This is an optimization exercise on Yosys and OpenROAD, whose aim is small area, a short achievable clock period and few clock cycles, not a production implementation.
Only simulation tests tie the RTL to the original design; equivalence was not proved.

== the reference run ==
==> module Proccessor, before the edit <==
module Proccessor(
    input         clk,
    input         reset,
    output [31:0] imem_addr,
    input  [31:0] imem_rdata,
    output [31:0] dmem_addr,
    output [31:0] dmem_wdata,
    output [3:0]  dmem_wstrb,
    input  [31:0] dmem_rdata
);
    reg         started;         
    reg  [31:2] pc;              
    reg  [31:0] ir;
    always @(posedge clk or posedge reset)
        if (reset) started <= 1'b0;
        else       started <= 1'b1;
    wire [4:0] opc = ir[6:2];
    wire [2:0] f3  = ir[14:12];
    wire [4:0] rs1a = ir[19:15];
    wire [4:0] rs2a = ir[24:20];
    wire [4:0] rda  = ir[11:7];
    wire is_lui   = opc == 5'b01101;
    wire is_auipc = opc == 5'b00101;
    wire is_jal   = opc == 5'b11011;
    wire is_jalr  = opc == 5'b11001;
    wire is_br    = opc == 5'b11000;
    wire is_load  = opc == 5'b00000;
    wire is_store = opc == 5'b01000;
    wire is_opi   = opc == 5'b00100;
    wire is_opr   = opc == 5'b01100;
    wire is_alu   = is_opi | is_opr;
    wire [31:0] imm_i = {{21{ir[31]}}, ir[30:20]};
    wire [31:0] imm_s = {{21{ir[31]}}, ir[30:25], ir[11:7]};
    wire [31:0] imm_b = {{20{ir[31]}}, ir[7], ir[30:25], ir[11:8], 1'b0};
    wire [31:0] imm_u = {ir[31:12], 12'b0};
    wire [31:0] imm_j = {{12{ir[31]}}, ir[19:12], ir[20], ir[30:21], 1'b0};
    wire        rf_we;
    wire [31:0] wb;
    wire [31:0] rfq [0:31];
    assign rfq[0] = 32'b0;
    genvar gi;
    generate
        for (gi = 1; gi < 32; gi = gi + 1) begin : g_rf
            reg [31:0] r;
            always @(posedge clk)
                if (rf_we && rda == gi) r <= wb;
            assign rfq[gi] = r;
        end
    endgenerate
    wire [4:0]  f_rs1 = imem_rdata[19:15];
    wire [4:0]  f_rs2 = imem_rdata[24:20];
    wire        byp1 = rf_we & (rda == f_rs1);
    wire        byp2 = rf_we & (rda == f_rs2);
    reg  [31:0] rs1, rs2;
    always @(posedge clk) begin
        rs1 <= byp1 ? wb : rfq[f_rs1];
        rs2 <= byp2 ? wb : rfq[f_rs2];
    end
    wire use_rs2 = is_opr | is_br;
    wire [31:0] opb = use_rs2 ? rs2 : (is_store ? imm_s : imm_i);
    wire do_sub = is_br | (is_alu & (f3 == 3'b010 || f3 == 3'b011)) |
                  (is_opr & f3 == 3'b000 & ir[30]);
    wire [31:0] opb_x = do_sub ? ~opb : opb;
    wire [32:0] sum = {1'b0, rs1} + {1'b0, opb_x} + {32'b0, do_sub};
    wire cf = sum[32];
    wire sf = sum[31];
    wire vf = (rs1[31] ^ opb_x[31] ^ sum[31] ^ cf);
    wire lt_s = sf ^ vf;
    wire lt_u = ~cf;
    wire        shl = ~f3[2];
    wire [4:0]  shamt = opb[4:0];
    wire [31:0] rs1_rev;
    wire [31:0] sh_r;
    wire [31:0] sh_rev;
    generate
        for (gi = 0; gi < 32; gi = gi + 1) begin : g_rev
            assign rs1_rev[gi] = rs1[31 - gi];
            assign sh_rev[gi]  = sh_r[31 - gi];
        end
    endgenerate
    wire [31:0] sh_in = shl ? rs1_rev : rs1;
    wire        sh_fill = ir[30] & rs1[31] & ~shl;
    wire [32:0] sh_full = $signed({sh_fill, sh_in}) >>> shamt;
    assign sh_r = sh_full[31:0];
    wire [31:0] sh_res = shl ? sh_rev : sh_r;
    reg [31:0] alu_res;
    always @(*) begin
        case (f3)
            3'b000: alu_res = sum[31:0];
            3'b001: alu_res = sh_res;
            3'b010: alu_res = {31'b0, lt_s};
            3'b011: alu_res = {31'b0, lt_u};
            3'b100: alu_res = rs1 ^ opb;
            3'b101: alu_res = sh_res;
            3'b110: alu_res = rs1 | opb;
            default: alu_res = rs1 & opb;
        endcase
    end
    wire eq = rs1 == rs2;
    reg  br_cond;
    always @(*) begin
        case (f3)
            3'b000: br_cond = eq;
            3'b001: br_cond = ~eq;
            3'b100: br_cond = lt_s;
            3'b101: br_cond = ~lt_s;
            3'b110: br_cond = lt_u;
            3'b111: br_cond = ~lt_u;
            default: br_cond = 1'b0;
        endcase
    end
    wire [31:0] pc_imm = is_jal ? imm_j : (is_br ? imm_b : imm_u);
    wire [31:0] pc_t = {pc, 2'b00} + pc_imm;
    wire [31:2] pc_4 = pc + 30'd1;
    wire        take = is_jal | (is_br & br_cond);
    wire [31:0] next_pc = ~started ? 32'b0 :
                          is_jalr ? {sum[31:1], 1'b0} :
                          take    ? pc_t : {pc_4, 2'b00};
    assign imem_addr = next_pc;
    always @(posedge clk) begin
        ir <= imem_rdata;
        pc <= next_pc[31:2];
    end
    wire [1:0] lo = sum[1:0];
    assign dmem_addr = sum[31:0];
    assign dmem_wdata = f3[1] ? rs2 : f3[0] ? {2{rs2[15:0]}} : {4{rs2[7:0]}};
    wire [3:0] st_mask = f3[1] ? 4'b1111 :
                         f3[0] ? (lo[1] ? 4'b1100 : 4'b0011) :
                                 (4'b0001 << lo);
    assign dmem_wstrb = (started & is_store) ? st_mask : 4'b0000;
    wire [31:0] rsh = dmem_rdata >> {lo, 3'b000};
    wire [31:0] ld = f3[1] ? dmem_rdata :
                     f3[0] ? {{16{rsh[15] & ~f3[2]}}, rsh[15:0]} :
                             {{24{rsh[7] & ~f3[2]}}, rsh[7:0]};
    assign wb = is_alu   ? alu_res :
                is_load  ? ld :
                is_lui   ? imm_u :
                is_auipc ? pc_t : {pc_4, 2'b00};
    assign rf_we = started & (is_alu | is_load | is_lui | is_auipc | is_jal | is_jalr) &
                   (rda != 5'd0);
endmodule
clock: 18.0 ns
lec_check: 0
cap_margin: 20
core_margin: 2
core_utilization: 30
place_density: 0.35
slew_margin: 20
run.sh (not shown) runs the stock make flow with config.mk's settings and CLKGATE_MAP_FILE= SYNTH_SCRIPT=/design/flow/synth_recipe.tcl, a recipe that flattens the netlist after the stock synthesis.
Testbench counts of the reference run, summed over its fixed seeds: cycles 50,846.
> inputs changed (the reference run -> the trial run)
--- a/flow/design.v
+++ b/flow/design.v
@@ -48,15 +48,8 @@
             assign rfq[gi] = r;
         end
     endgenerate
-    wire [4:0]  f_rs1 = imem_rdata[19:15];
-    wire [4:0]  f_rs2 = imem_rdata[24:20];
-    wire        byp1 = rf_we & (rda == f_rs1);
-    wire        byp2 = rf_we & (rda == f_rs2);
-    reg  [31:0] rs1, rs2;
-    always @(posedge clk) begin
-        rs1 <= byp1 ? wb : rfq[f_rs1];
-        rs2 <= byp2 ? wb : rfq[f_rs2];
-    end
+    wire [31:0] rs1 = rfq[rs1a];
+    wire [31:0] rs2 = rfq[rs2a];
     wire use_rs2 = is_opr | is_br;
     wire [31:0] opb = use_rs2 ? rs2 : (is_store ? imm_s : imm_i);
     wire do_sub = is_br | (is_alu & (f3 == 3'b010 || f3 == 3'b011)) |
Results
The core utilization of the trial run and that of the reference run are within noise of each other. Critical path depth: the trial run > the reference run. Area share of xor/xnor cells in the synthesized design: the trial run vs the reference run — no meaningful difference. The trial run ended up with more standard cells than the reference run. Die area: the trial run vs the reference run down 680 um^2. From the reference run to the trial run the numbers moved as follows: flip-flop and latch count went down 64, fraction of the cycle the final worst path needs went up 18 points, wire length climbed 18 mm, final cell area excluding filler cells moved down. In the trial run, the hold-critical path depth came out 1 below the value in the reference run.
Testbench counts of the trial run, summed over its fixed seeds: cycles 50,846.

==> what the ideal ports hide <==
No port has a modelled driver above. Below, the same layouts with a new extraction and two added sets of constraints. Step 1 sets driving cells, clkbuf_16 on the clock port and buf_2 on the other inputs (assumed; they add their load-dependent delay and slew). Step 2, shift: input delay + t, output delay - t, t = (earliest + latest rising clock arrival at the registers) / 2. This alone moves slack from input paths to output paths. Slacks: ideal / step 1 / step 2; pairs: ideal / step 1.
run | t, ns | slack for setup (ns) | clock arrival spread, ns | worst slew at a driven data input, ns
the reference run | 0.885 | 6.221 / 6.138 / 7.023 | 0.036 / 0.035 | 0.14
the trial run | 0.905 | 2.982 / 2.894 / 3.798 | 0.055 / 0.055 | 0.06
After both steps every run listed still meets setup and hold.
